What follows belongs to an exercise in optimizing a design on an open flow for small area, a short achievable clock period and few clock cycles per item; a production flow would make more cautious choices.
Function was not checked in any run shown here: the RTL went through the layout flow alone.
Power figures rest on the tool's default switching activity, not on a simulated workload.

==> flow/design.v <==
module mul24(input [23:0] a, input [11:0] one, input [11:0] two, input [11:0] neg, input b23, input en, input [25:0] x0, input [25:0] x1, output [47:0] r0, output [47:0] r1);
wire [299:0] pv;
wire [25:0] ax = {1'b0, a, 1'b0};
wire [23:0] pl = a & {24{b23}};
wire [11:0] nn = ~neg & {12{en}};
wire t1, t2;
wire t3, t4;
wire t5, t6;
wire t7, t8;
wire t9, t10;
wire t11, t12;
wire t13, t14;
wire t15, t16;
wire t17, t18;
wire t19, t20;
wire t21, t22;
wire t23, t24;
wire t25, t26;
wire t27, t28;
wire t29, t30;
wire t31, t32;
wire t33, t34;
wire t35, t36;
wire t37, t38;
wire t39, t40;
wire t41, t42;
wire t43, t44;
wire t45, t46;
wire t47, t48;
wire t49, t50;
wire t51, t52;
wire t53, t54;
wire t55, t56;
wire t57, t58;
wire t59, t60;
wire t61, t62;
wire t63, t64;
wire t65, t66;
wire t67, t68;
wire t69, t70;
wire t71, t72;
wire t73, t74;
wire t75, t76;
wire t77, t78;
wire t79, t80;
wire t81, t82;
wire t83, t84;
wire t85, t86;
wire t87, t88;
wire t89, t90;
wire t91, t92;
wire t93, t94;
wire t95, t96;
wire t97, t98;
wire t99, t100;
wire t101, t102;
wire t103, t104;
wire t105, t106;
wire t107, t108;
wire t109, t110;
wire t111, t112;
wire t113, t114;
wire t115, t116;
wire t117, t118;
wire t119, t120;
wire t121, t122;
wire t123, t124;
wire t125, t126;
wire t127, t128;
wire t129, t130;
wire t131, t132;
wire t133, t134;
wire t135, t136;
wire t137, t138;
wire t139, t140;
wire t141, t142;
wire t143, t144;
wire t145, t146;
wire t147, t148;
wire t149, t150;
wire t151, t152;
wire t153, t154;
wire t155, t156;
wire t157, t158;
wire t159, t160;
wire t161, t162;
wire t163, t164;
wire t165, t166;
wire t167, t168;
wire t169, t170;
wire t171, t172;
wire t173, t174;
wire t175, t176;
wire t177, t178;
wire t179, t180;
wire t181, t182;
wire t183, t184;
wire t185, t186;
wire t187, t188;
wire t189, t190;
wire t191, t192;
wire t193, t194;
wire t195, t196;
wire t197, t198;
wire t199, t200;
wire t201, t202;
wire t203, t204;
wire t205, t206;
wire t207, t208;
wire t209, t210;
wire t211, t212;
wire t213, t214;
wire t215, t216;
wire t217, t218;
wire t219, t220;
wire t221, t222;
wire t223, t224;
wire t225, t226;
wire t227, t228;
wire t229, t230;
wire t231, t232;
wire t233, t234;
wire t235, t236;
wire t237, t238;
wire t239, t240;
wire t241, t242;
wire t243, t244;
wire t245, t246;
wire t247, t248;
wire t249, t250;
wire t251, t252;
wire t253, t254;
wire t255, t256;
wire t257, t258;
wire t259, t260;
wire t261, t262;
wire t263, t264;
wire t265, t266;
wire t267, t268;
wire t269, t270;
wire t271, t272;
wire t273, t274;
wire t275, t276;
wire t277, t278;
wire t279, t280;
wire t281, t282;
wire t283, t284;
wire t285, t286;
wire t287, t288;
wire t289, t290;
wire t291, t292;
wire t293, t294;
wire t295, t296;
wire t297, t298;
wire t299, t300;
wire t301, t302;
wire t303, t304;
wire t305, t306;
wire t307, t308;
wire t309, t310;
wire t311, t312;
wire t313, t314;
wire t315, t316;
wire t317, t318;
wire t319, t320;
wire t321, t322;
wire t323, t324;
wire t325, t326;
wire t327, t328;
wire t329, t330;
wire t331, t332;
wire t333, t334;
wire t335, t336;
wire t337, t338;
wire t339, t340;
wire t341, t342;
wire t343, t344;
wire t345, t346;
wire t347, t348;
wire t349, t350;
wire t351, t352;
wire t353, t354;
wire t355, t356;
wire t357, t358;
wire t359, t360;
wire t361, t362;
wire t363, t364;
wire t365, t366;
wire t367, t368;
wire t369, t370;
wire t371, t372;
wire t373, t374;
wire t375, t376;
wire t377, t378;
wire t379, t380;
wire t381, t382;
wire t383, t384;
wire t385, t386;
wire t387, t388;
wire t389, t390;
wire t391, t392;
wire t393, t394;
wire t395, t396;
wire t397, t398;
wire t399, t400;
wire t401, t402;
wire t403, t404;
wire t405, t406;
wire t407, t408;
wire t409, t410;
wire t411, t412;
wire t413, t414;
wire t415, t416;
wire t417, t418;
wire t419, t420;
wire t421, t422;
wire t423, t424;
wire t425, t426;
wire t427, t428;
wire t429, t430;
wire t431, t432;
wire t433, t434;
wire t435, t436;
wire t437, t438;
wire t439, t440;
wire t441, t442;
wire t443, t444;
wire t445, t446;
wire t447, t448;
wire t449, t450;
wire t451, t452;
wire t453, t454;
wire t455, t456;
wire t457, t458;
wire t459, t460;
wire t461, t462;
wire t463, t464;
wire t465, t466;
wire t467, t468;
wire t469, t470;
wire t471, t472;
wire t473, t474;
wire t475, t476;
wire t477, t478;
wire t479, t480;
wire t481, t482;
wire t483, t484;
wire t485, t486;
wire t487, t488;
wire t489, t490;
wire t491, t492;
wire t493, t494;
wire t495, t496;
wire t497, t498;
wire t499, t500;
wire t501, t502;
wire t503, t504;
wire t505, t506;
wire t507, t508;
wire t509, t510;
wire t511, t512;
wire t513, t514;
wire t515, t516;
wire t517, t518;
wire t519, t520;
wire t521, t522;
wire t523, t524;
wire t525, t526;
wire t527, t528;
wire t529, t530;
wire t531, t532;
wire t533, t534;
wire t535, t536;
wire t537, t538;
wire t539, t540;
wire t541, t542;
wire t543, t544;
wire t545, t546;
wire t547, t548;
wire t549, t550;
wire t551, t552;
wire t553, t554;
wire t555, t556;
wire t557, t558;
wire t559, t560;
wire t561, t562;
wire t563, t564;
wire t565, t566;
wire t567, t568;
wire t569, t570;
wire t571, t572;
wire t573, t574;
wire t575, t576;
wire t577, t578;
wire t579, t580;
wire t581, t582;
wire t583, t584;
wire t585, t586;
wire t587, t588;
wire t589, t590;
wire t591, t592;
genvar gi, gj;
generate for (gi = 0; gi < 12; gi = gi + 1) begin : g_pp
  for (gj = 0; gj < 25; gj = gj + 1) begin : g_j
    bpp u(one[gi], two[gi], neg[gi], ax[gj+1], ax[gj], pv[gi*25+gj]);
  end
end endgenerate
ha2 ut1(pv[16], pv[39], t1, t2);
ha2 ut3(pv[17], pv[40], t3, t4);
fa3 ut5(pv[18], pv[41], pv[64], t5, t6);
ha2 ut7(pv[87], pv[110], t7, t8);
fa3 ut9(pv[19], pv[42], pv[65], t9, t10);
ha2 ut11(pv[88], pv[111], t11, t12);
fa3 ut13(pv[20], pv[43], pv[66], t13, t14);
fa3 ut15(pv[89], pv[112], pv[135], t15, t16);
ha2 ut17(pv[158], pv[181], t17, t18);
fa3 ut19(pv[21], pv[44], pv[67], t19, t20);
fa3 ut21(pv[90], pv[113], pv[136], t21, t22);
ha2 ut23(pv[159], pv[182], t23, t24);
fa3 ut25(pv[22], pv[45], pv[68], t25, t26);
fa3 ut27(pv[91], pv[114], pv[137], t27, t28);
fa3 ut29(pv[160], pv[183], pv[206], t29, t30);
ha2 ut31(pv[229], pv[252], t31, t32);
fa3 ut33(pv[23], pv[46], pv[69], t33, t34);
fa3 ut35(pv[92], pv[115], pv[138], t35, t36);
fa3 ut37(pv[161], pv[184], pv[207], t37, t38);
ha2 ut39(pv[230], pv[253], t39, t40);
fa3 ut41(pv[24], pv[47], pv[70], t41, t42);
fa3 ut43(pv[93], pv[116], pv[139], t43, t44);
fa3 ut45(pv[162], pv[185], pv[208], t45, t46);
fa3 ut47(pv[231], pv[254], pv[277], t47, t48);
fa3 ut49(neg[0], pv[48], pv[71], t49, t50);
fa3 ut51(pv[94], pv[117], pv[140], t51, t52);
fa3 ut53(pv[163], pv[186], pv[209], t53, t54);
fa3 ut55(pv[232], pv[255], pv[278], t55, t56);
fa3 ut57(neg[0], pv[49], pv[72], t57, t58);
fa3 ut59(pv[95], pv[118], pv[141], t59, t60);
fa3 ut61(pv[164], pv[187], pv[210], t61, t62);
fa3 ut63(pv[233], pv[256], pv[279], t63, t64);
fa3 ut65(nn[0], nn[1], pv[73], t65, t66);
fa3 ut67(pv[96], pv[119], pv[142], t67, t68);
fa3 ut69(pv[165], pv[188], pv[211], t69, t70);
fa3 ut71(pv[234], pv[257], pv[280], t71, t72);
fa3 ut73(en, pv[74], pv[97], t73, t74);
fa3 ut75(pv[120], pv[143], pv[166], t75, t76);
fa3 ut77(pv[189], pv[212], pv[235], t77, t78);
ha2 ut79(pv[258], pv[281], t79, t80);
fa3 ut81(nn[2], pv[98], pv[121], t81, t82);
fa3 ut83(pv[144], pv[167], pv[190], t83, t84);
fa3 ut85(pv[213], pv[236], pv[259], t85, t86);
fa3 ut87(en, pv[99], pv[122], t87, t88);
fa3 ut89(pv[145], pv[168], pv[191], t89, t90);
ha2 ut91(pv[214], pv[237], t91, t92);
fa3 ut93(nn[3], pv[123], pv[146], t93, t94);
fa3 ut95(pv[169], pv[192], pv[215], t95, t96);
fa3 ut97(en, pv[124], pv[147], t97, t98);
ha2 ut99(pv[170], pv[193], t99, t100);
fa3 ut101(nn[4], pv[148], pv[171], t101, t102);
ha2 ut103(en, pv[149], t103, t104);
ha2 ut105(pv[10], pv[33], t105, t106);
ha2 ut107(pv[11], pv[34], t107, t108);
fa3 ut109(pv[12], pv[35], pv[58], t109, t110);
ha2 ut111(pv[81], pv[104], t111, t112);
fa3 ut113(pv[13], pv[36], pv[59], t113, t114);
ha2 ut115(pv[82], pv[105], t115, t116);
fa3 ut117(pv[14], pv[37], pv[60], t117, t118);
fa3 ut119(pv[83], pv[106], pv[129], t119, t120);
ha2 ut121(pv[152], pv[175], t121, t122);
fa3 ut123(pv[15], pv[38], pv[61], t123, t124);
fa3 ut125(pv[84], pv[107], pv[130], t125, t126);
ha2 ut127(pv[153], pv[176], t127, t128);
fa3 ut129(t1, pv[62], pv[85], t129, t130);
fa3 ut131(pv[108], pv[131], pv[154], t131, t132);
fa3 ut133(pv[177], pv[200], neg[8], t133, t134);
fa3 ut135(t2, t3, pv[63], t135, t136);
fa3 ut137(pv[86], pv[109], pv[132], t137, t138);
fa3 ut139(pv[155], pv[178], pv[201], t139, t140);
fa3 ut141(t4, t5, t7, t141, t142);
fa3 ut143(pv[133], pv[156], pv[179], t143, t144);
fa3 ut145(pv[202], pv[225], neg[9], t145, t146);
fa3 ut147(t6, t8, t9, t147, t148);
fa3 ut149(t11, pv[134], pv[157], t149, t150);
fa3 ut151(pv[180], pv[203], pv[226], t151, t152);
fa3 ut153(t10, t12, t13, t153, t154);
fa3 ut155(t15, t17, pv[204], t155, t156);
fa3 ut157(pv[227], pv[250], neg[10], t157, t158);
fa3 ut159(t14, t16, t18, t159, t160);
fa3 ut161(t19, t21, t23, t161, t162);
fa3 ut163(pv[205], pv[228], pv[251], t163, t164);
fa3 ut165(t20, t22, t24, t165, t166);
fa3 ut167(t25, t27, t29, t167, t168);
fa3 ut169(t31, pv[275], neg[11], t169, t170);
fa3 ut171(t26, t28, t30, t171, t172);
fa3 ut173(t32, t33, t35, t173, t174);
fa3 ut175(t37, t39, pv[276], t175, t176);
fa3 ut177(t34, t36, t38, t177, t178);
fa3 ut179(t40, t41, t43, t179, t180);
fa3 ut181(t45, t47, pl[0], t181, t182);
fa3 ut183(t42, t44, t46, t183, t184);
fa3 ut185(t48, t49, t51, t185, t186);
fa3 ut187(t53, t55, pl[1], t187, t188);
fa3 ut189(t50, t52, t54, t189, t190);
fa3 ut191(t56, t57, t59, t191, t192);
fa3 ut193(t61, t63, pl[2], t193, t194);
fa3 ut195(t58, t60, t62, t195, t196);
fa3 ut197(t64, t65, t67, t197, t198);
fa3 ut199(t69, t71, pl[3], t199, t200);
fa3 ut201(t66, t68, t70, t201, t202);
fa3 ut203(t72, t73, t75, t203, t204);
fa3 ut205(t77, t79, pl[4], t205, t206);
fa3 ut207(t74, t76, t78, t207, t208);
fa3 ut209(t80, t81, t83, t209, t210);
fa3 ut211(t85, pv[282], pl[5], t211, t212);
fa3 ut213(t82, t84, t86, t213, t214);
fa3 ut215(t87, t89, t91, t215, t216);
fa3 ut217(pv[260], pv[283], pl[6], t217, t218);
fa3 ut219(t88, t90, t92, t219, t220);
fa3 ut221(t93, t95, pv[238], t221, t222);
fa3 ut223(pv[261], pv[284], pl[7], t223, t224);
fa3 ut225(t94, t96, t97, t225, t226);
fa3 ut227(t99, pv[216], pv[239], t227, t228);
fa3 ut229(pv[262], pv[285], pl[8], t229, t230);
fa3 ut231(t98, t100, t101, t231, t232);
fa3 ut233(pv[194], pv[217], pv[240], t233, t234);
fa3 ut235(pv[263], pv[286], pl[9], t235, t236);
fa3 ut237(t102, t103, pv[172], t237, t238);
fa3 ut239(pv[195], pv[218], pv[241], t239, t240);
fa3 ut241(pv[264], pv[287], pl[10], t241, t242);
fa3 ut243(t104, nn[5], pv[173], t243, t244);
fa3 ut245(pv[196], pv[219], pv[242], t245, t246);
fa3 ut247(pv[265], pv[288], pl[11], t247, t248);
fa3 ut249(en, pv[174], pv[197], t249, t250);
fa3 ut251(pv[220], pv[243], pv[266], t251, t252);
ha2 ut253(pv[289], pl[12], t253, t254);
fa3 ut255(nn[6], pv[198], pv[221], t255, t256);
fa3 ut257(pv[244], pv[267], pv[290], t257, t258);
fa3 ut259(en, pv[199], pv[222], t259, t260);
ha2 ut261(pv[245], pv[268], t261, t262);
fa3 ut263(nn[7], pv[223], pv[246], t263, t264);
ha2 ut265(en, pv[224], t265, t266);
ha2 ut267(pv[6], pv[29], t267, t268);
ha2 ut269(pv[7], pv[30], t269, t270);
fa3 ut271(pv[8], pv[31], pv[54], t271, t272);
ha2 ut273(pv[77], pv[100], t273, t274);
fa3 ut275(pv[9], pv[32], pv[55], t275, t276);
ha2 ut277(pv[78], pv[101], t277, t278);
fa3 ut279(t105, pv[56], pv[79], t279, t280);
fa3 ut281(pv[102], pv[125], neg[5], t281, t282);
fa3 ut283(t106, t107, pv[57], t283, t284);
fa3 ut285(pv[80], pv[103], pv[126], t285, t286);
fa3 ut287(t108, t109, t111, t287, t288);
fa3 ut289(pv[127], pv[150], neg[6], t289, t290);
fa3 ut291(t110, t112, t113, t291, t292);
fa3 ut293(t115, pv[128], pv[151], t293, t294);
fa3 ut295(t114, t116, t117, t295, t296);
fa3 ut297(t119, t121, neg[7], t297, t298);
fa3 ut299(t118, t120, t122, t299, t300);
fa3 ut301(t123, t125, t127, t301, t302);
fa3 ut303(t124, t126, t128, t303, t304);
fa3 ut305(t129, t131, t133, t305, t306);
fa3 ut307(t130, t132, t134, t307, t308);
fa3 ut309(t135, t137, t139, t309, t310);
fa3 ut311(t136, t138, t140, t311, t312);
fa3 ut313(t141, t143, t145, t313, t314);
fa3 ut315(t142, t144, t146, t315, t316);
fa3 ut317(t147, t149, t151, t317, t318);
fa3 ut319(t148, t150, t152, t319, t320);
fa3 ut321(t153, t155, t157, t321, t322);
fa3 ut323(t154, t156, t158, t323, t324);
fa3 ut325(t159, t161, t163, t325, t326);
fa3 ut327(t160, t162, t164, t327, t328);
fa3 ut329(t165, t167, t169, t329, t330);
fa3 ut331(t166, t168, t170, t331, t332);
fa3 ut333(t171, t173, t175, t333, t334);
fa3 ut335(t172, t174, t176, t335, t336);
fa3 ut337(t177, t179, t181, t337, t338);
fa3 ut339(t178, t180, t182, t339, t340);
fa3 ut341(t183, t185, t187, t341, t342);
fa3 ut343(t184, t186, t188, t343, t344);
fa3 ut345(t189, t191, t193, t345, t346);
fa3 ut347(t190, t192, t194, t347, t348);
fa3 ut349(t195, t197, t199, t349, t350);
fa3 ut351(t196, t198, t200, t351, t352);
fa3 ut353(t201, t203, t205, t353, t354);
fa3 ut355(t202, t204, t206, t355, t356);
fa3 ut357(t207, t209, t211, t357, t358);
fa3 ut359(t208, t210, t212, t359, t360);
fa3 ut361(t213, t215, t217, t361, t362);
fa3 ut363(t214, t216, t218, t363, t364);
fa3 ut365(t219, t221, t223, t365, t366);
fa3 ut367(t220, t222, t224, t367, t368);
fa3 ut369(t225, t227, t229, t369, t370);
fa3 ut371(t226, t228, t230, t371, t372);
fa3 ut373(t231, t233, t235, t373, t374);
fa3 ut375(t232, t234, t236, t375, t376);
fa3 ut377(t237, t239, t241, t377, t378);
fa3 ut379(t238, t240, t242, t379, t380);
fa3 ut381(t243, t245, t247, t381, t382);
fa3 ut383(t244, t246, t248, t383, t384);
fa3 ut385(t249, t251, t253, t385, t386);
fa3 ut387(t250, t252, t254, t387, t388);
fa3 ut389(t255, t257, pl[13], t389, t390);
fa3 ut391(t256, t258, t259, t391, t392);
fa3 ut393(t261, pv[291], pl[14], t393, t394);
fa3 ut395(t260, t262, t263, t395, t396);
fa3 ut397(pv[269], pv[292], pl[15], t397, t398);
fa3 ut399(t264, t265, pv[247], t399, t400);
fa3 ut401(pv[270], pv[293], pl[16], t401, t402);
fa3 ut403(t266, nn[8], pv[248], t403, t404);
fa3 ut405(pv[271], pv[294], pl[17], t405, t406);
fa3 ut407(en, pv[249], pv[272], t407, t408);
ha2 ut409(pv[295], pl[18], t409, t410);
fa3 ut411(nn[9], pv[273], pv[296], t411, t412);
ha2 ut413(en, pv[274], t413, t414);
ha2 ut415(pv[4], pv[27], t415, t416);
ha2 ut417(pv[5], pv[28], t417, t418);
fa3 ut419(t267, pv[52], pv[75], t419, t420);
fa3 ut421(t268, t269, pv[53], t421, t422);
fa3 ut423(t270, t271, t273, t423, t424);
fa3 ut425(t272, t274, t275, t425, t426);
fa3 ut427(t276, t278, t279, t427, t428);
fa3 ut429(t280, t282, t283, t429, t430);
fa3 ut431(t284, t286, t287, t431, t432);
fa3 ut433(t288, t290, t291, t433, t434);
fa3 ut435(t292, t294, t295, t435, t436);
fa3 ut437(t296, t298, t299, t437, t438);
fa3 ut439(t300, t302, t303, t439, t440);
fa3 ut441(t304, t306, t307, t441, t442);
fa3 ut443(t308, t310, t311, t443, t444);
fa3 ut445(t312, t314, t315, t445, t446);
fa3 ut447(t316, t318, t319, t447, t448);
fa3 ut449(t320, t322, t323, t449, t450);
fa3 ut451(t324, t326, t327, t451, t452);
fa3 ut453(t328, t330, t331, t453, t454);
fa3 ut455(t332, t334, t335, t455, t456);
fa3 ut457(t336, t338, t339, t457, t458);
fa3 ut459(t340, t342, t343, t459, t460);
fa3 ut461(t344, t346, t347, t461, t462);
fa3 ut463(t348, t350, t351, t463, t464);
fa3 ut465(t352, t354, t355, t465, t466);
fa3 ut467(t356, t358, t359, t467, t468);
fa3 ut469(t360, t362, t363, t469, t470);
fa3 ut471(t364, t366, t367, t471, t472);
fa3 ut473(t368, t370, t371, t473, t474);
fa3 ut475(t372, t374, t375, t475, t476);
fa3 ut477(t376, t378, t379, t477, t478);
fa3 ut479(t380, t382, t383, t479, t480);
fa3 ut481(t384, t386, t387, t481, t482);
fa3 ut483(t388, t390, t391, t483, t484);
fa3 ut485(t392, t394, t395, t485, t486);
fa3 ut487(t396, t398, t399, t487, t488);
fa3 ut489(t400, t402, t403, t489, t490);
fa3 ut491(t404, t406, t407, t491, t492);
fa3 ut493(t408, t410, t411, t493, t494);
fa3 ut495(t412, t413, pv[297], t495, t496);
fa3 ut497(t414, nn[10], pv[298], t497, t498);
ha2 ut499(en, pv[299], t499, t500);
ha2 ut501(pv[2], pv[25], t501, t502);
ha2 ut503(pv[3], pv[26], t503, t504);
fa3 ut505(t415, pv[50], neg[2], t505, t506);
fa3 ut507(t416, t417, pv[51], t507, t508);
fa3 ut509(t418, t419, neg[3], t509, t510);
fa3 ut511(t420, t421, pv[76], t511, t512);
fa3 ut513(t422, t423, neg[4], t513, t514);
fa3 ut515(t424, t425, t277, t515, t516);
fa3 ut517(t426, t427, t281, t517, t518);
fa3 ut519(t428, t429, t285, t519, t520);
fa3 ut521(t430, t431, t289, t521, t522);
fa3 ut523(t432, t433, t293, t523, t524);
fa3 ut525(t434, t435, t297, t525, t526);
fa3 ut527(t436, t437, t301, t527, t528);
fa3 ut529(t438, t439, t305, t529, t530);
fa3 ut531(t440, t441, t309, t531, t532);
fa3 ut533(t442, t443, t313, t533, t534);
fa3 ut535(t444, t445, t317, t535, t536);
fa3 ut537(t446, t447, t321, t537, t538);
fa3 ut539(t448, t449, t325, t539, t540);
fa3 ut541(t450, t451, t329, t541, t542);
fa3 ut543(t452, t453, t333, t543, t544);
fa3 ut545(t454, t455, t337, t545, t546);
fa3 ut547(t456, t457, t341, t547, t548);
fa3 ut549(t458, t459, t345, t549, t550);
fa3 ut551(t460, t461, t349, t551, t552);
fa3 ut553(t462, t463, t353, t553, t554);
fa3 ut555(t464, t465, t357, t555, t556);
fa3 ut557(t466, t467, t361, t557, t558);
fa3 ut559(t468, t469, t365, t559, t560);
fa3 ut561(t470, t471, t369, t561, t562);
fa3 ut563(t472, t473, t373, t563, t564);
fa3 ut565(t474, t475, t377, t565, t566);
fa3 ut567(t476, t477, t381, t567, t568);
fa3 ut569(t478, t479, t385, t569, t570);
fa3 ut571(t480, t481, t389, t571, t572);
fa3 ut573(t482, t483, t393, t573, t574);
fa3 ut575(t484, t485, t397, t575, t576);
fa3 ut577(t486, t487, t401, t577, t578);
fa3 ut579(t488, t489, t405, t579, t580);
fa3 ut581(t490, t491, t409, t581, t582);
fa3 ut583(t492, t493, pl[19], t583, t584);
fa3 ut585(t494, t495, pl[20], t585, t586);
fa3 ut587(t496, t497, pl[21], t587, t588);
fa3 ut589(t498, t499, pl[22], t589, t590);
fa3 ut591(t500, nn[11], pl[23], t591, t592);
assign r0 = {t590, t588, t586, t584, t582, t580, t578, t576, t574, t572, t570, t568, t566, t564, t562, t560, t558, t556, t554, t552, t550, t548, t546, t544, t542, t540, t538, t536, t534, t532, t530, t528, t526, t524, t522, t520, t518, t516, t514, t512, t510, t508, t506, t504, t502, t501, pv[1], pv[0]} | {x0, 22'd0};
assign r1 = {t591, t589, t587, t585, t583, t581, t579, t577, t575, t573, t571, t569, t567, t565, t563, t561, t559, t557, t555, t553, t551, t549, t547, t545, t543, t541, t539, t537, t535, t533, t531, t529, t527, t525, t523, t521, t519, t517, t515, t513, t511, t509, t507, t505, t503, neg[1], 1'b0, neg[0]} | {x1, 22'd0};
endmodule
module fa3(input a, input b, input c, output s, output co);
assign s = a ^ b ^ c;
assign co = (a & b) | (a & c) | (b & c);
endmodule
module bpp(input one, input two, input neg, input x, input xl, output p);
assign p = ((one & x) | (two & xl)) ^ neg;
endmodule
module ha2(input a, input b, output s, output co);
assign s = a ^ b;
assign co = a & b;
endmodule
module FPU(
input [31:0] Data1,
input [31:0] Data2,
input Clock,
input Reset,
input In_Data_Valid,
input Op,
output reg [31:0] Data_Out,
output reg Out_Data_Valid
);
reg [31:0] a0, b0;
reg [11:0] one0, two0, neg0;
reg b23_0, ha0;
reg op0;
wire [25:0] be = {1'b0, |Data2[30:23], Data2[22:0], 1'b0};
integer i;
reg [2:0] vp;
always @(posedge Clock) begin
	a0 <= Data1;
	b0 <= Data2;
	op0 <= Op;
	ha0 <= |Data1[30:23];
	b23_0 <= Op & (|Data2[30:23]);
	for (i = 0; i < 12; i = i + 1) begin
		one0[i] <= Op & (be[2*i+1] ^ be[2*i]);
		two0[i] <= Op & ((be[2*i+2] & ~be[2*i+1] & ~be[2*i]) | (~be[2*i+2] & be[2*i+1] & be[2*i]));
		neg0[i] <= Op & be[2*i+2];
	end
end
always @(posedge Clock)
if (Reset) begin
	vp <= 3'd0;
	Out_Data_Valid <= 1'b0;
end else begin
	vp <= {vp[1:0], In_Data_Valid};
	Out_Data_Valid <= vp[2];
end
wire s1 = a0[31];
wire s2 = b0[31];
wire [7:0] e1 = a0[30:23];
wire [7:0] e2 = b0[30:23];
wire [23:0] MA = {ha0, a0[22:0]};
wire [23:0] MB = {|e2, b0[22:0]};
wire addm = ~op0;
wire swap = b0[30:0] > a0[30:0];
wire ge = e1 >= e2;
wire [7:0] d = ge ? (e1 - e2) : (e2 - e1);
wire [7:0] eL = ge ? e1 : e2;
wire [23:0] ML = swap ? MB : {|e1, a0[22:0]};
wire [23:0] MS = swap ? {|e1, a0[22:0]} : MB;
wire sub = addm & (s1 ^ s2);
wire [23:0] MSs = (op0 || d > 8'd23) ? 24'd0 : (MS >> d[4:0]);
wire [47:0] A0 = {1'b0, ML & {24{addm}}, sub, 22'd0};
wire [47:0] A1 = {sub, MSs ^ {24{sub}}, sub, 22'd0};
wire [47:0] r0, r1;
mul24 mul(.a(MA), .one(one0), .two(two0), .neg(neg0), .b23(b23_0), .en(op0),
	.x0(A0[47:22]), .x1(A1[47:22]), .r0(r0), .r1(r1));
wire [9:0] expm = {2'b00, e1} + {2'b00, e2} - 10'd127;
wire [9:0] base = op0 ? expm : {2'b00, eL};
wire [9:0] thr = base - 10'd254;
wire ff1 = &e1;
wire ff2 = &e2;
wire mz1 = ~|a0[22:0];
wire mz2 = ~|b0[22:0];
wire z1 = ~|a0[30:0];
wire z2 = ~|b0[30:0];
wire nan = (ff1 & ~mz1) | (ff2 & ~mz2);
wire inf1 = ff1 & mz1;
wire inf2 = ff2 & mz2;
wire efa = nan | (inf1 & inf2 & (s1 ^ s2));
wire efm = nan | (z1 & inf2) | (z2 & inf1);
wire [9:0] bp = base + 10'd1;
reg [47:0] row0, row1;
reg [7:0] bp1;
reg men1, negx1;
reg thrv1, thrge1;
reg op1, sg1, ef1, nzand1, andz1;
always @(posedge Clock) begin
	row0 <= r0;
	row1 <= r1;
	bp1 <= bp[7:0];
	men1 <= ~bp[9] & (bp <= 10'd24);
	negx1 <= bp[9];
	thrv1 <= ~thr[9] & (thr <= 10'd24);
	thrge1 <= ~thr[9] & (thr >= 10'd25);
	op1 <= op0;
	sg1 <= op0 ? (s1 ^ s2) : (swap ? s2 : s1);
	ef1 <= op0 ? efm : efa;
	nzand1 <= ~z1 & ~z2;
	andz1 <= ~|(a0[30:0] & b0[30:0]);
end
wire [47:0] X = row0 + row1;
reg [47:0] X2;
reg [7:0] bp2;
reg men2, negx2;
reg thrv2, thrge2;
reg op2, sg2, ef2, nzand2, andz2;
always @(posedge Clock) begin
	X2 <= X;
	bp2 <= bp1;
	men2 <= men1;
	negx2 <= negx1;
	thrv2 <= thrv1;
	thrge2 <= thrge1;
	op2 <= op1;
	sg2 <= sg1;
	ef2 <= ef1;
	nzand2 <= nzand1;
	andz2 <= andz1;
end
wire negx = negx2;
wire [24:0] mask = men2 ? (25'h1000000 >> bp2[4:0]) : 25'd0;
wire [31:0] lzin32 = {X2[47:23] | mask, 7'h7f};
wire [31:0] lz_z0 = ~lzin32;
wire [15:0] lz_z1;
wire [15:0] lz_c1;
assign lz_z1[0] = lz_z0[1] & lz_z0[0];
assign lz_c1[0] = lz_z0[1];
assign lz_z1[1] = lz_z0[3] & lz_z0[2];
assign lz_c1[1] = lz_z0[3];
assign lz_z1[2] = lz_z0[5] & lz_z0[4];
assign lz_c1[2] = lz_z0[5];
assign lz_z1[3] = lz_z0[7] & lz_z0[6];
assign lz_c1[3] = lz_z0[7];
assign lz_z1[4] = lz_z0[9] & lz_z0[8];
assign lz_c1[4] = lz_z0[9];
assign lz_z1[5] = lz_z0[11] & lz_z0[10];
assign lz_c1[5] = lz_z0[11];
assign lz_z1[6] = lz_z0[13] & lz_z0[12];
assign lz_c1[6] = lz_z0[13];
assign lz_z1[7] = lz_z0[15] & lz_z0[14];
assign lz_c1[7] = lz_z0[15];
assign lz_z1[8] = lz_z0[17] & lz_z0[16];
assign lz_c1[8] = lz_z0[17];
assign lz_z1[9] = lz_z0[19] & lz_z0[18];
assign lz_c1[9] = lz_z0[19];
assign lz_z1[10] = lz_z0[21] & lz_z0[20];
assign lz_c1[10] = lz_z0[21];
assign lz_z1[11] = lz_z0[23] & lz_z0[22];
assign lz_c1[11] = lz_z0[23];
assign lz_z1[12] = lz_z0[25] & lz_z0[24];
assign lz_c1[12] = lz_z0[25];
assign lz_z1[13] = lz_z0[27] & lz_z0[26];
assign lz_c1[13] = lz_z0[27];
assign lz_z1[14] = lz_z0[29] & lz_z0[28];
assign lz_c1[14] = lz_z0[29];
assign lz_z1[15] = lz_z0[31] & lz_z0[30];
assign lz_c1[15] = lz_z0[31];
wire [7:0] lz_z2;
wire [15:0] lz_c2;
assign lz_z2[0] = lz_z1[1] & lz_z1[0];
assign lz_c2[1:0] = lz_z1[1] ? {1'b1, lz_c1[0:0]} : {1'b0, lz_c1[1:1]};
assign lz_z2[1] = lz_z1[3] & lz_z1[2];
assign lz_c2[3:2] = lz_z1[3] ? {1'b1, lz_c1[2:2]} : {1'b0, lz_c1[3:3]};
assign lz_z2[2] = lz_z1[5] & lz_z1[4];
assign lz_c2[5:4] = lz_z1[5] ? {1'b1, lz_c1[4:4]} : {1'b0, lz_c1[5:5]};
assign lz_z2[3] = lz_z1[7] & lz_z1[6];
assign lz_c2[7:6] = lz_z1[7] ? {1'b1, lz_c1[6:6]} : {1'b0, lz_c1[7:7]};
assign lz_z2[4] = lz_z1[9] & lz_z1[8];
assign lz_c2[9:8] = lz_z1[9] ? {1'b1, lz_c1[8:8]} : {1'b0, lz_c1[9:9]};
assign lz_z2[5] = lz_z1[11] & lz_z1[10];
assign lz_c2[11:10] = lz_z1[11] ? {1'b1, lz_c1[10:10]} : {1'b0, lz_c1[11:11]};
assign lz_z2[6] = lz_z1[13] & lz_z1[12];
assign lz_c2[13:12] = lz_z1[13] ? {1'b1, lz_c1[12:12]} : {1'b0, lz_c1[13:13]};
assign lz_z2[7] = lz_z1[15] & lz_z1[14];
assign lz_c2[15:14] = lz_z1[15] ? {1'b1, lz_c1[14:14]} : {1'b0, lz_c1[15:15]};
wire [3:0] lz_z3;
wire [11:0] lz_c3;
assign lz_z3[0] = lz_z2[1] & lz_z2[0];
assign lz_c3[2:0] = lz_z2[1] ? {1'b1, lz_c2[1:0]} : {1'b0, lz_c2[3:2]};
assign lz_z3[1] = lz_z2[3] & lz_z2[2];
assign lz_c3[5:3] = lz_z2[3] ? {1'b1, lz_c2[5:4]} : {1'b0, lz_c2[7:6]};
assign lz_z3[2] = lz_z2[5] & lz_z2[4];
assign lz_c3[8:6] = lz_z2[5] ? {1'b1, lz_c2[9:8]} : {1'b0, lz_c2[11:10]};
assign lz_z3[3] = lz_z2[7] & lz_z2[6];
assign lz_c3[11:9] = lz_z2[7] ? {1'b1, lz_c2[13:12]} : {1'b0, lz_c2[15:14]};
wire [1:0] lz_z4;
wire [7:0] lz_c4;
assign lz_z4[0] = lz_z3[1] & lz_z3[0];
assign lz_c4[3:0] = lz_z3[1] ? {1'b1, lz_c3[2:0]} : {1'b0, lz_c3[5:3]};
assign lz_z4[1] = lz_z3[3] & lz_z3[2];
assign lz_c4[7:4] = lz_z3[3] ? {1'b1, lz_c3[8:6]} : {1'b0, lz_c3[11:9]};
wire [0:0] lz_z5;
wire [4:0] lz_c5;
assign lz_z5[0] = lz_z4[1] & lz_z4[0];
assign lz_c5[4:0] = lz_z4[1] ? {1'b1, lz_c4[3:0]} : {1'b0, lz_c4[7:4]};
wire [4:0] cnt = lz_c5;
wire zeroM = ~|X2[47:23];
wire [46:0] q0 = X2[46:0];
wire [46:0] q1 = cnt[4] ? {q0[30:0], 16'd0} : q0;
wire [46:0] q2 = cnt[3] ? {q1[38:0], 8'd0} : q1;
wire [46:0] q3 = cnt[2] ? {q2[42:0], 4'd0} : q2;
wire [46:0] q4 = cnt[1] ? {q3[44:0], 2'd0} : q3;
wire [46:0] shl = cnt[0] ? {q4[45:0], 1'd0} : q4;
wire [7:0] et = bp2 - {3'd0, cnt};
wire [4:0] thr5 = bp2[4:0] + 5'd1;
wire [24:0] therm = ~(25'h0ffffff >> thr5);
wire OFm = thrge2 | (thrv2 & (|(X2[47:23] & therm)));
wire bp255 = (bp2 == 8'd255);
wire OFa = zeroM ? bp255 : ((bp255 & X2[47]) | ((bp2 == 8'd0) & ~X2[47] & X2[46]));
wire OF = op2 ? OFm : OFa;
wire zero25 = ~|lzin32[31:7];
wire [22:0] mres = (OF || negx || zero25 || (op2 && andz2)) ? 23'd0 : shl[46:24];
wire [7:0] eres = OF ? 8'hFF :
                  (op2 ? ((nzand2 && !negx) ? et : 8'd0)
                       : (zeroM ? 8'd0 : et));
always @(posedge Clock)
	Data_Out <= ef2 ? 32'hFFFFFFFF : {sg2, eres, mres};
endmodule
==> flow/flow/run.sh <==
#!/bin/bash
set -euo pipefail
bash standard.sh SETUP_SLACK_MARGIN=10.9 'BUFFER_PORTS_ARGS=-buffer_cell sky130_fd_sc_hd__buf_1' finish > standard.log 2>&1
==> flow/standard.sh <==
#!/bin/bash
# synth_recipe.tcl (not shown) runs the flow's synth.tcl, then flattens the netlist and writes it again
# the make line also repeats each setting of config.mk as NAME=value (left out here)
make -C /OpenROAD-flow-scripts/flow DESIGN_CONFIG=/design/flow/config.mk WORK_HOME=/design/flow/orfs CLKGATE_MAP_FILE= SYNTH_SCRIPT=/design/flow/synth_recipe.tcl "${@:-finish}"
==> flow/config.mk <==
export PLATFORM = sky130hd
export DESIGN_NAME = FPU
export DESIGN_NICKNAME = FPU
export VERILOG_FILES = /design/flow/design.v
export SDC_FILE = /design/flow/constraint.sdc
export NUM_CORES = 8
export LEC_CHECK = 0
export CAP_MARGIN = 20
export CORE_MARGIN = 2
export CORE_UTILIZATION = 55
export PLACE_DENSITY = 0.65
export SLEW_MARGIN = 20
export SYNTH_HIERARCHICAL = 1
export SYNTH_MINIMUM_KEEP_SIZE = 0
export TNS_END_PERCENT = 5
==> flow/constraint.sdc <==
create_clock -name core_clock -period 15.0 [get_ports {Clock}]
set_input_delay 3.0000 -clock core_clock [delete_from_list [all_inputs] [get_ports {Clock}]]
set_output_delay 3.0000 -clock core_clock [all_outputs]
set_load 0.01 [all_outputs]
==> results of run 1 <==
==> Yosys cell counts (27+ instances only) <==
| master | count | area, um2 |
|---|---|---|
| or2_2 | 57 | 357 |
| a21o_1 | 39 | 293 |
| nor4_1 | 38 | 238 |
| a221o_1 | 27 | 270 |
| a31oi_1 | 27 | 169 |
| nand2_1 | 154 | 578 |
| xor2_1 | 33 | 289 |
| xnor2_1 | 380 | 3330 |
| clkbuf_1 | 41 | 154 |
| nor2_1 | 104 | 390 |
| nor2b_1 | 37 | 231 |
| buf_4 | 47 | 353 |
| and2_1 | 49 | 307 |
| a21oi_1 | 119 | 596 |
| fa_1 | 269 | 5390 |
| inv_1 | 92 | 345 |
| ha_1 | 176 | 2200 |
| a22oi_2 | 300 | 3750 |
| dfxtp_1 | 316 | 6330 |
| mux2i_1 | 114 | 1140 |
| o21ai_0 | 86 | 430 |
| nand3_1 | 35 | 175 |
==> layout make-up <==
| type | count | area [um2] |
|---|---|---|
| Sequential cell | 316 | 6480 |
| Clock buffer | 45 | 1010 |
| Tap cell | 696 | 871 |
| Inverter | 97 | 382 |
| Timing Repair Buffer | 366 | 3170 |
| Timing Repair inverter | 1 | 5.00 |
| Clock inverter | 23 | 313 |
| Antenna cell | 3 | 7.51 |
| Fill cell | 4195 | 18100 |
| Multi-Input combinational cell | 2374 | 23700 |
==> flip-flops by register name (all words and copies together), names as in the netlist, 3 cells and up <==
register  flops
row0         48
two0         12
X2           48
row1         48
neg0         12
a0           32
vp            3
Data_Out     32
bp1           8
b0           32
bp2           8
one0         12
==> critical path, stage by stage, from the launching register on <==
cell and delay [ps]:
dfxtp_4 400, buf_12 160, inv_1 50, ha_1 300
a21oi_1 180, o21a_1 160, o2111ai_1 140, a211oi_2 320
o21a_1 200, buf_6 120, buf_12 140, mux2i_4 90
mux4_2 550, mux2_4 300, and2_1 150, nor4_2 290
xnor2_1 100, or2_2 300
==> kinds of logic after synthesis <==
group                    after synthesis  share of synthesized area, %
AND/OR/NAND/NOR                      588                          10.1
flip-flops                           316                          21.0
adder cells (fa/ha/maj)              445                          25.2
XOR/XNOR                             414                          12.1
buffers and inverters                209                          3.39
multiplexers                         151                          5.95
other                                  2                        0.0249
AO/OA/AOI/OAI                        748                          22.3
==> power by group through the flow <==
| stage | sequential (uW) | combinational (uW) | clock, uW |
|---|---|---|---|
| 2_1_floorplan | 1370 | 2710 | 0 |
| 3_3_place_gp | 1430 | 3820 | 0 |
| 3_5_place_dp | 1420 | 3880 | 0 |
| 4_1_cts | 1410 | 3980 | 1000 |
| 5_1_grt | 1430 | 4550 | 1040 |
| 6_report | 1410 | 4220 | 984 |
==> stage by stage <==
| stage | std cells | total power (uW) | util (%) | area [um2] | hold slack [ps] |
|---|---|---|---|---|---|
| after floorplan | 2897 | 4080 | - | 30300 | 310 |
| after global placement | 3645 | 5250 | 58.1 | 31400 | 311 |
| after detailed placement | 3645 | 5300 | 58.1 | 31400 | 314 |
| after CTS | 3749 | 6390 | 62.3 | 33600 | 327 |
| after global routing | 3918 | 7010 | 66.5 | 35900 | 329 |
| final | 3921 | 6610 | 66.5 | 36000 | 324 |
==> per-module statistics from Yosys, one instance, submodules excluded <==
module / copies in the design / flip-flops and latches / cell area, um2 / cells
fa3: 264 / 0 / 20.0 / 1
FPU: 1 / 316 / 17100 / 1841
ha2: 32 / 0 / 12.5 / 1
mul24: 1 / 0 / 936 / 136
bpp: 300 / 0 / 21.3 / 2
==> layer usage <==
metal  GRT usage (%)  share of wire [%]
met2            57.4                 45
met1            45.5                 39
met4            15.7                5.9
met3            8.42                9.9
met5               0              0.092
==> worst max path at each step <==
| stage | depth (start not counted) | to | slack (ps) |
|---|---|---|---|
| 2_1_floorplan | 19 | Data_Out[30] | 10880 |
| 3_3_place_gp | 15 | row1[26] | 9930 |
| 3_5_place_dp | 15 | row1[24] | 9790 |
| 4_1_cts | 9 | row1[27] | 10880 |
| 5_1_grt | 17 | row1[29] | 10780 |
| 6_report | 17 | row1[29] | 10920 |
==> timing repair <==
action,4_1_cts,5_1_grt
resized for setup,133,170
setup endpoints to repair,80,62
buffers inserted,30,156
hold buffers,0,0
cloned,6,13
pin swaps,15,29
==> results.ini, run 1 <==
[drt]
post_drt_wl_per_cell_um = 27.1
via_count = 25500
dr.pass1.iters = 5
drc = 0
wl_um = 106000
drt_iter0_drc = 2808
postRouteAntennaNets = 0
routed_via_density = 6.51

[timing]
setup-tns-final_ps = 0
rsz0062_at_grt = yes
hold_viol_final = 0
slew_headroom_pct = 28.2
fin_crit_ps = 4080
tightest_slew_ps = 1070
finalCritPeriodShare_pct = 27.2
finClkSkew_ps = 36.7
fin_ws_ps = 10920
clock.fmax_mhz = 245
final-setup-viol-count = 0
slew_viol_final = 0

[floorplan]
ios = 101
dieArea_um2 = 56700
core_um2 = 54000
die_w_um = 238
fp-row-count = 85
die_h_um = 238
initial_core_util_pct = 55.8

[clock_network]
root_buffer = clkbuf_16
clkTransAtPathRegs_ps = 60
cts_tree = built
cts_num_sinks = 316
cts_inserted_buffers = 37
clk_path_buf_depth = 3
cts_max_level = 2
worst_skew_pair.late_latency_ps = 590

[setup_path]
worstReg2RegEnd = row1[29]
cp.required_ps = 15460
critPathLaunch = a0[4]
r2r-start = a0[4]
cp.arrival_ps = 4540
reg2reg_setup_slack_ps = 10920
r2r_cells = 17
crit_type = register to register
end_kind = register
cp-start-kind = register
worst-path-max-fanout = 11

[yosys]
synth_edf_count = 0
syn_avg_cell_area_um2 = 10.5
synth-main-ff-cell = dfxtp_1
synth.distinct_cells = 84
ys_warn_count = 7
synth_seq_cells = 316
synth-async-reset-ratio_pct = 0
synth_area_um2 = 30100
seq_area_frac_synth_pct = 21.0
syn_inst = 2873

[power]
p_seq_share_pct = 21.3
p_clk_share_pct = 14.9
powerDensity_nw_per_um2 = 184
switching_share_pct = 45.1
leakage_uw = 0.0137
intPower_uw = 3630
power_switching_uw = 2980
max-vdd-ir-drop_mv = 0.146
comb_power_share_pct = 63.8

[worst_hold_path]
hold_class = register to register
holdPathStages = 0
min_to = bp2[6]
hold_start = bp1[6]

[global_routing]
gr-total-overflow = 0
grt_pass1_vias = 25300
grt_max_degree = 56
track_usage_pct = 35.5
antenna_found_initial = 8
grt_pass1_wl_um = 153000

[cells_and_area]
drive_gt1_share_pct = 28.5
final_nets = 3706
mostFrequentLayoutCells = xnor2_1 (374), a22oi_2 (300), fa_1 (263), dfxtp_1 (259), buf_4 (197)
syn_to_final_growth_pct = 19.3
final_common_cell = xnor2_1

[outcome]
run_status = timing/DRC/antenna clean

[flow_run]
cap_violations = 0

[place]
place_ws_ps = 9790
port_buffers = 100
dp_hpwl_um = 69700
gp_routability_congestion = 0.993

==> run 2: changes to the inputs <==
--- a/flow/design.v
+++ b/flow/design.v
@@ -1,5 +1,6 @@
-module mul24(input [23:0] a, input [11:0] one, input [11:0] two, input [11:0] neg, input b23, input en, input [25:0] x0, input [25:0] x1, output [47:0] r0, output [47:0] r1);
+module mul24(input [23:0] a, input [23:0] a2, input [11:0] one, input [11:0] two, input [11:0] neg, input b23, input en, input [25:0] x0, input [25:0] x1, output [47:0] r0, output [47:0] r1);
 wire [299:0] pv;
 wire [25:0] ax = {1'b0, a, 1'b0};
+wire [25:0] ax2 = {1'b0, a2, 1'b0};
 wire [23:0] pl = a & {24{b23}};
 wire [11:0] nn = ~neg & {12{en}};
@@ -301,5 +302,10 @@
 wire t591, t592;
 genvar gi, gj;
-generate for (gi = 0; gi < 12; gi = gi + 1) begin : g_pp
+generate for (gi = 0; gi < 6; gi = gi + 1) begin : g_pp
+  for (gj = 0; gj < 25; gj = gj + 1) begin : g_j
+    bpp u(one[gi], two[gi], neg[gi], ax2[gj+1], ax2[gj], pv[gi*25+gj]);
+  end
+end endgenerate
+generate for (gi = 6; gi < 12; gi = gi + 1) begin : g_pq
   for (gj = 0; gj < 25; gj = gj + 1) begin : g_j
     bpp u(one[gi], two[gi], neg[gi], ax[gj+1], ax[gj], pv[gi*25+gj]);
@@ -627,4 +633,5 @@
 );
 reg [31:0] a0, b0;
+reg [23:0] am0;
 reg [11:0] one0, two0, neg0;
 reg b23_0, ha0;
@@ -638,4 +645,5 @@
 	op0 <= Op;
 	ha0 <= |Data1[30:23];
+	am0 <= Op ? {|Data1[30:23], Data1[22:0]} : 24'd0;
 	b23_0 <= Op & (|Data2[30:23]);
 	for (i = 0; i < 12; i = i + 1) begin
@@ -671,5 +679,5 @@
 wire [47:0] A1 = {sub, MSs ^ {24{sub}}, sub, 22'd0};
 wire [47:0] r0, r1;
-mul24 mul(.a(MA), .one(one0), .two(two0), .neg(neg0), .b23(b23_0), .en(op0),
+mul24 mul(.a(MA), .a2(am0), .one(one0), .two(two0), .neg(neg0), .b23(b23_0), .en(op0),
 	.x0(A0[47:22]), .x1(A1[47:22]), .r0(r0), .r1(r1));
 wire [9:0] expm = {2'b00, e1} + {2'b00, e2} - 10'd127;
==> run 2 against run 1 <==
Effect of this change:
- still clean on timing, DRC and antenna
- synthesized cell count increased by 3.2%
- sequential share of layout area up 1.6 points
- die area is 2.6% higher
- maximum frequency down 1.2%
==> results.ini, run 2 <==
[outcome]
run_status = timing/DRC/antenna clean  ; unchanged

[clock_network]
clkTransAtPathRegs_ps = 60  ; about the same
clk_path_buf_depth = 3  ; unchanged
cts_tree = built  ; unchanged
cts_inserted_buffers = 40  ; was 37
root_buffer = clkbuf_16  ; unchanged
worst_skew_pair.late_latency_ps = 580  ; was 590 ps
cts_max_level = 2  ; unchanged
cts_num_sinks = 340  ; was 316
ctsHoldBuffers = 0  ; unchanged

[place]
place_ws_ps = 9660  ; was 9790 ps
port_buffers = 100  ; unchanged
dp_hpwl_um = 69700  ; about the same
placed_area_um2 = 32100  ; was 31400 um2
gp_routability_congestion = 0.957  ; was 0.993

[power]
p_seq_share_pct = 23.5  ; was 21.3%
power_switching_uw = 2800  ; was 2980 uW
switching_share_pct = 44.0  ; was 45.1%
comb_power_share_pct = 59.8  ; was 63.8%
intPower_uw = 3570  ; was 3630 uW
p_clk_share_pct = 16.7  ; was 14.9%
leakage_uw = 0.0134  ; was 0.0137 uW
powerDensity_nw_per_um2 = 182  ; was 184 nW/um2
max-vdd-ir-drop_mv = 0.133  ; was 0.146 mV

[timing]
setup-tns-final_ps = 0  ; unchanged
rsz0062_at_grt = yes  ; unchanged
tightest_slew_ps = 973  ; was 1070 ps
hold_viol_final = 0  ; unchanged
clock.fmax_mhz = 242  ; was 245 MHz
fin_crit_ps = 4130  ; was 4080 ps
slew_headroom_pct = 35.1  ; was 28.2%
finClkSkew_ps = 17.1  ; was 36.7 ps
fin_ws_ps = 10870  ; was 10920 ps
final-setup-viol-count = 0  ; unchanged
finalCritPeriodShare_pct = 27.6  ; was 27.2%
fin_hold_ws_ps = 325  ; was 324 ps
slew_viol_final = 0  ; unchanged

[yosys]
synthTopCellsByArea = dfxtp_1 (22%), fa_1 (17%), a22oi_2 (12%)  ; was dfxtp_1 (21%), fa_1 (18%), a22oi_2 (12%)
synth-main-ff-cell = dfxtp_1  ; unchanged
synth_seq_cells = 340  ; was 316
synth_top_area_share_pct = 22.0  ; was 21.0%
synth-async-reset-ratio_pct = 0  ; unchanged
synth_most_common_cell = xnor2_1  ; unchanged
synth_area_leader_cell = dfxtp_1  ; unchanged
syn_inst = 2964  ; was 2873
synth_edf_count = 0  ; unchanged
seq_area_frac_synth_pct = 22.0  ; was 21.0%
ys_warn_count = 7  ; unchanged
synth.distinct_cells = 100  ; was 84
syn_avg_cell_area_um2 = 10.4  ; was 10.5 um2
synthTopCellsByCount = xnor2_1 (360), dfxtp_1 (340), a22oi_2 (300)  ; was xnor2_1 (380), dfxtp_1 (316), a22oi_2 (300)
synth_area_um2 = 31000  ; was 30100 um2

[floorplan]
dieArea_um2 = 58200  ; was 56700 um2
die_h_um = 241  ; was 238 um
fp-row-count = 86  ; was 85
core_um2 = 55400  ; was 54000 um2
die_w_um = 241  ; was 238 um
ios = 101  ; unchanged
initial_core_util_pct = 55.9  ; was 55.8%

[setup_path]
path_cells = inv_2 -> ha_4 -> or2_0 -> a311o_1 -> or4b_4 -> nor4_4 -> buf_4 -> buf_4 -> a41o_4 -> inv_4 -> ha_1 -> nor2b_1 -> o21ai_1 -> nand2b_1 -> a21o_1 -> a21o_1 -> nor3_2 -> xnor2_1 -> o21ai_0  ; was buf_12 -> inv_1 -> ha_1 -> a21oi_1 -> o21a_1 -> o2111ai_1 -> a211oi_2 -> o21a_1 -> buf_6 -> buf_12 -> mux2i_4 -> mux4_2 -> mux2_4 -> and2_1 -> nor4_2 -> xnor2_1 -> or2_2
worst-path-max-fanout = 10  ; was 11
crit_slowest_cell = or4b_4  ; was mux4_2
cp-start-kind = register  ; unchanged
cp.arrival_ps = 4570  ; was 4540 ps
cp_num_buf_inv = 4  ; unchanged
cp.required_ps = 15430  ; was 15460 ps
path_delay_family = simple AND/OR/NAND/NOR gates  ; was compound AO/OA/AOI/OAI gates
crit_type = register to register  ; unchanged
end_kind = register  ; unchanged
cpPeakStageDelay_ps = 550  ; about the same

[cells_and_area]
syn_to_final_growth_pct = 13.3  ; was 19.3%
final_common_cell = xnor2_1  ; unchanged
fin_area_um2 = 35100  ; was 36000 um2
mostFrequentLayoutCells = xnor2_1 (358), dfxtp_1 (302), a22oi_2 (300), fa_1 (268), nand2_1 (195)  ; was xnor2_1 (374), a22oi_2 (300), fa_1 (263), dfxtp_1 (259), buf_4 (197)
top_regs = X2 x48, row0 x48, row1 x48  ; unchanged
drive_gt1_share_pct = 24.0  ; was 28.5%
final_nets = 3678  ; was 3706
fillers = 4606  ; was 4195

[drt]
wl_um = 97200  ; was 106000 um
via_count = 24600  ; was 25500
drt_iter0_drc = 2317  ; was 2808
drc = 0  ; unchanged
post_drt_wl_per_cell_um = 24.6  ; was 27.1 um
dr.pass1.iters = 6  ; was 5
routed_via_density = 6.25  ; was 6.51
postRouteAntennaNets = 0  ; unchanged

[worst_hold_path]
hold_class = register to register  ; unchanged

[global_routing]
antenna_found_initial = 0  ; was 8
grt_pass1_wl_um = 150000  ; was 153000 um
grt_max_degree = 56  ; unchanged
gr-total-overflow = 0  ; unchanged
track_usage_pct = 33.8  ; was 35.5%
grt_pass1_vias = 25600  ; was 25300

[flow_run]
cap_violations = 0  ; unchanged

run 2: changes by cell type in the layout (fill, tap and decap cells not counted), moves of 21 or more:
cell     delta
a21oi_1    +21
and2_1     +23
buf_4      -75
dfxtp_1    +43
mux2i_1    -23
nand2_1    +45
run 2: cells by family after synthesis:
| kind of cell | Yosys count | share of synthesized area (%) |
|---|---|---|
| DFF | 340 | 22.0 |
| adders and majority gates | 445 | 24.5 |
| and+or+nand+nor | 654 | 11.0 |
| buffers and inverters | 211 | 3.58 |
| AOI/OAI and AO/OA | 773 | 22.1 |
| other | 2 | 0.0243 |
| xor gates and xnor gates | 410 | 11.6 |
| muxes | 129 | 5.22 |
run 2: per-module statistics from Yosys, one instance, submodules excluded:
module  cells  flip-flops and latches  copies in the design
fa3         1                       0                   264
FPU      1932                     340                     1
bpp         2                       0                   300
ha2         1                       0                    32
mul24     136                       0                     1
run 2: what timing repair did:
action	in CTS	in global routing
endpoints found under the setup margin	87	71
cloned	6	1
endpoints found under the hold margin	0	0
resized for setup	121	67
pin swaps	20	16
buffers inserted	34	55
run 2: final timing paths:
check                            start           end  slack [ps]  cells after the start
worst min register to register  bp1[3]        bp2[3]         320                      0
worst max-delay path            bp2[0]  Data_Out[30]       10870                     19
worst min-delay path            bp1[3]        bp2[3]         320                      0
worst max register to register  bp2[0]  Data_Out[30]       10870                     19
run 2: cell type report:
type | count | area, um2 | area share (%)
Antenna cell | 1 | 2.50 | 0.00713
Inverter | 92 | 360 | 1.03
Multi-Input combinational cell | 2440 | 23500 | 67.1
Clock buffer | 50 | 1130 | 3.22
Clock inverter | 24 | 339 | 0.966
Timing Repair Buffer | 251 | 1870 | 5.33
Tap cell | 748 | 936 | 2.67
Sequential cell | 340 | 6900 | 19.7
run 2: metal layers:
layer	track usage [%]	routed length [um]	vias up
met5	0	0	-
met4	12.9	3560	0
met3	5.73	7450	230
met2	55.9	45700	1156
met1	44.4	40400	12300
li1	-	-	11000
run 2: power by group through the flow:
| stage | combinational (uW) | sequential, uW | clock, uW |
|---|---|---|---|
| after floorplan | 2640 | 1440 | 0 |
| after CTS | 3730 | 1500 | 1080 |
| after global placement | 3590 | 1520 | 0 |
| after detailed placement | 3630 | 1510 | 0 |
| after global routing | 4180 | 1530 | 1120 |
| final | 3810 | 1500 | 1060 |
run 2: metrics by stage:
step / utilization, % / power, uW / cells
4_1_cts: 62.0 / 6310 / 3889
3_3_place_gp: 57.9 / 5100 / 3775
3_5_place_dp: 57.9 / 5140 / 3775
6_report: 63.3 / 6370 / 3946
5_1_grt: 63.3 / 6830 / 3945
2_1_floorplan: - / 4080 / 2988
==> run 3: changes to the inputs <==
--- a/flow/config.mk
+++ b/flow/config.mk
@@ -9,4 +9,6 @@
 export CORE_MARGIN = 2
 export CORE_UTILIZATION = 55
+export CTS_CLUSTER_DIAMETER = 120
+export CTS_CLUSTER_SIZE = 28
 export PLACE_DENSITY = 0.65
 export SLEW_MARGIN = 20
==> run 3 against run 2 <==
Effect of this change:
- synthesized area unchanged
- worst hold slack better by 7.0 ps
- sequential power about the same
- clock-buffer cell count down 31
- sequential share of layout area up 0.69 points
- first-iteration DRC count down 4.2%
- die area unchanged
- flip-flop and latch count unchanged
- setup slack worse by 64 ps
- design area down 3.4%
- via count down 1.3%
- largest power group unchanged
==> results.ini, run 3 <==
[outcome]
run_status = timing/DRC/antenna clean  ; unchanged

[worst_hold_path]
hold_class = register to register  ; unchanged
holdPathStages = 0  ; unchanged

[power]
max-vdd-ir-drop_mv = 0.140  ; was 0.133 mV
p_total_uw = 5890  ; was 6370 uW
leakage_uw = 0.0128  ; was 0.0134 uW
powerDensity_nw_per_um2 = 174  ; was 182 nW/um2

[yosys]
synth_edf_count = 0  ; unchanged
synthTopCellsByCount = xnor2_1 (360), dfxtp_1 (340), a22oi_2 (300)  ; unchanged
synth_most_common_cell = xnor2_1  ; unchanged
ys_warn_count = 7  ; unchanged
syn_inst = 2964  ; unchanged
seq_area_frac_synth_pct = 22.0  ; unchanged
synthTopCellsByArea = dfxtp_1 (22%), fa_1 (17%), a22oi_2 (12%)  ; unchanged
synth_top_area_share_pct = 22.0  ; unchanged
syn_avg_cell_area_um2 = 10.4  ; unchanged
synth_area_um2 = 31000  ; unchanged
synth.distinct_cells = 100  ; unchanged
synth-async-reset-ratio_pct = 0  ; unchanged
synth-main-ff-cell = dfxtp_1  ; unchanged
synth_area_leader_cell = dfxtp_1  ; unchanged
synth_seq_cells = 340  ; unchanged

[floorplan]
die_h_um = 241  ; unchanged
core_um2 = 55400  ; unchanged
fp-row-count = 86  ; unchanged
dieArea_um2 = 58200  ; unchanged
initial_core_util_pct = 55.9  ; unchanged
ios = 101  ; unchanged
die_w_um = 241  ; unchanged

[setup_path]
r2r_cells = 15  ; was 19
cp.required_ps = 15460  ; was 15430 ps
worst-path-max-fanout = 11  ; was 10
cp-start-kind = register  ; unchanged
end_kind = register  ; unchanged
crit_type = register to register  ; unchanged
cp.arrival_ps = 4650  ; was 4570 ps

[timing]
setup-tns-final_ps = 0  ; unchanged
slew_viol_final = 0  ; unchanged
fin_crit_ps = 4200  ; was 4130 ps
fin_hold_ws_ps = 332  ; was 325 ps
hold_viol_final = 0  ; unchanged
clock.fmax_mhz = 238  ; was 242 MHz
finalCritPeriodShare_pct = 28.0  ; was 27.6%
rsz0062_at_grt = yes  ; unchanged
tightest_slew_ps = 973  ; about the same
finClkSkew_ps = 26.3  ; was 17.1 ps
slew_headroom_pct = 35.0  ; was 35.1%
final-setup-viol-count = 0  ; unchanged

[drt]
wl_um = 95700  ; was 97200 um
via_count = 24300  ; was 24600
post_drt_wl_per_cell_um = 24.7  ; was 24.6 um
postRouteAntennaNets = 0  ; unchanged
routed_via_density = 6.28  ; was 6.25
drt_iter0_drc = 2220  ; was 2317
dr.pass1.iters = 5  ; was 6
drc = 0  ; unchanged

[place]
port_buffers = 100  ; unchanged
dp_hpwl_um = 69700  ; unchanged
gp_routability_congestion = 0.957  ; unchanged

[clock_network]
clkTransAtPathRegs_ps = 110  ; was 60 ps
cts_tree = built  ; unchanged
root_buffer = clkbuf_16  ; unchanged
worst_skew_pair.late_latency_ps = 570  ; was 580 ps
cts_max_level = 1  ; was 2
clk_path_buf_depth = 3  ; unchanged
cts_num_sinks = 340  ; unchanged
cts_inserted_buffers = 18  ; was 40

[global_routing]
grt_max_degree = 56  ; unchanged
gr-total-overflow = 0  ; unchanged
track_usage_pct = 33.3  ; was 33.8%
grt_pass1_vias = 25300  ; was 25600
antenna_found_initial = 1  ; was 0
grt_pass1_wl_um = 149000  ; was 150000 um

[flow_run]
cap_violations = 0  ; unchanged

[cells_and_area]
fillers = 4738  ; was 4606
top_regs = X2 x48, row0 x48, row1 x48  ; unchanged
final_common_cell = xnor2_1  ; unchanged
syn_to_final_growth_pct = 9.46  ; was 13.3%
mostFrequentLayoutCells = xnor2_1 (358), dfxtp_1 (302), a22oi_2 (300), fa_1 (268), nand2_1 (196)  ; was xnor2_1 (358), dfxtp_1 (302), a22oi_2 (300), fa_1 (268), nand2_1 (195)
final_nets = 3626  ; was 3678
drive_gt1_share_pct = 21.7  ; was 24.0%

-- run 3: cell type report --
cell class	count	area (um2)	area share, %
multi-input combinational	2439	23500	69.3
sequential	340	6890	20.3
timing repair buffer	222	1610	4.75
tap	748	936	2.76
clock buffer	19	464	1.37
inverter	92	364	1.07
clock inverter	8	139	0.410
antenna	1	2.50	0.00739
-- run 3: final timing paths --
path / startpoint / endpoint / slack (ps)
min reg2reg: bp1[2] / bp2[2] / 330
max reg2reg: a0[26] / row1[29] / 10800
min: bp1[2] / bp2[2] / 330
max: a0[26] / row1[29] / 10800
-- run 3: what timing repair did --
| action | 4_1_cts | 5_1_grt |
|---|---|---|
| cloned | 5 | 1 |
| pin swaps | 20 | 16 |
| hold buffers | 0 | 0 |
| gates resized for setup | 118 | 49 |
| setup endpoints to repair | 86 | 75 |
| buffers inserted | 30 | 30 |
-- run 3: logic make-up after synthesis --
family	synth area share, %
AND/OR/NAND/NOR	11.0
adder cells (fa/ha/maj)	24.5
AO/OA/AOI/OAI	22.1
other	0.0243
flip-flops	22.0
buffers and inverters	3.58
XOR/XNOR	11.6
multiplexers	5.22
-- run 3: power by group --
part / leakage [uW] / switching (uW) / internal [uW]
registers: 0.00286 / 285 / 1210
clock network: 0.000292 / 337 / 256
logic: 0.00968 / 2100 / 1700
-- run 3: per-module statistics from Yosys (local to each module, per instance) --
module	cells inside	cell area [um2]	times used	flip-flops and latches
FPU	1932	17900	1	340
bpp	2	21.3	300	0
fa3	1	20.0	264	0
ha2	1	12.5	32	0
mul24	136	936	1	0
-- run 3: routing by layer --
metal / global-route usage, % / share of wire (%)
met4: 11.7 / 3.9
met2: 55.2 / 47
met3: 5.66 / 7.2
met1: 44.1 / 42
met5: 0 / 0.0094
-- run 3: through the flow --
stage	utilization, %	cells	setup WS (ps)	instance area, um2
after floorplan	-	2988	10880	31100
after global placement	57.9	3775	9750	32100
after detailed placement	57.9	3775	9660	32100
after CTS	60.3	3837	10850	33400
after global routing	61.1	3868	10670	33900
final	61.1	3869	10800	33900
-- run 3: critical path: stages (launching register included) --
cell	delay [ps]
dfxtp_1	440
inv_1	70
ha_2	370
a21oi_1	260
o31ai_4	130
a221oi_4	400
o2111a_2	310
a211o_4	170
bufbuf_16	290
mux4_2	350
mux2i_1	250
mux2i_1	170
a32o_1	250
a21oi_1	210
xnor2_1	90
or2_2	310

## what the ideal ports hide
In the flow no input, the clock included, has a driving cell. The finished layouts below were timed again as built, in two steps.
Step 1 sets driving cells, clkbuf_16 on the clock port and buf_2 on the other inputs (assumed; they add their load-dependent delay and slew).
Step 2 times the ports against the registers' clock, not the clock port: input delays grow and output delays shrink by t, the midpoint of the rising clock arrivals with the driver on.
Slacks: ideal / step 1 / step 2; pairs: ideal / step 1.
run	t (ns)	setup WS [ns]	worst hold slack (ns)	worst data-port slew with drivers (ns)	cell pins on the clock port's net
run 1	0.635	10.915 / 10.898 / 10.405	0.324 / 0.324 / 0.324	0.05	1
run 2	0.637	10.867 / 10.835 / 10.826	0.325 / 0.325 / 0.325	0.07	1
run 3	0.621	10.803 / 10.803 / 10.803	0.332 / 0.332 / 0.332	0.07	1
After both steps setup and hold are still met in every run listed. For run 1, which loses most, drivers alone change the setup slack by -0.017 ns; drivers and shift together by -0.510 ns.
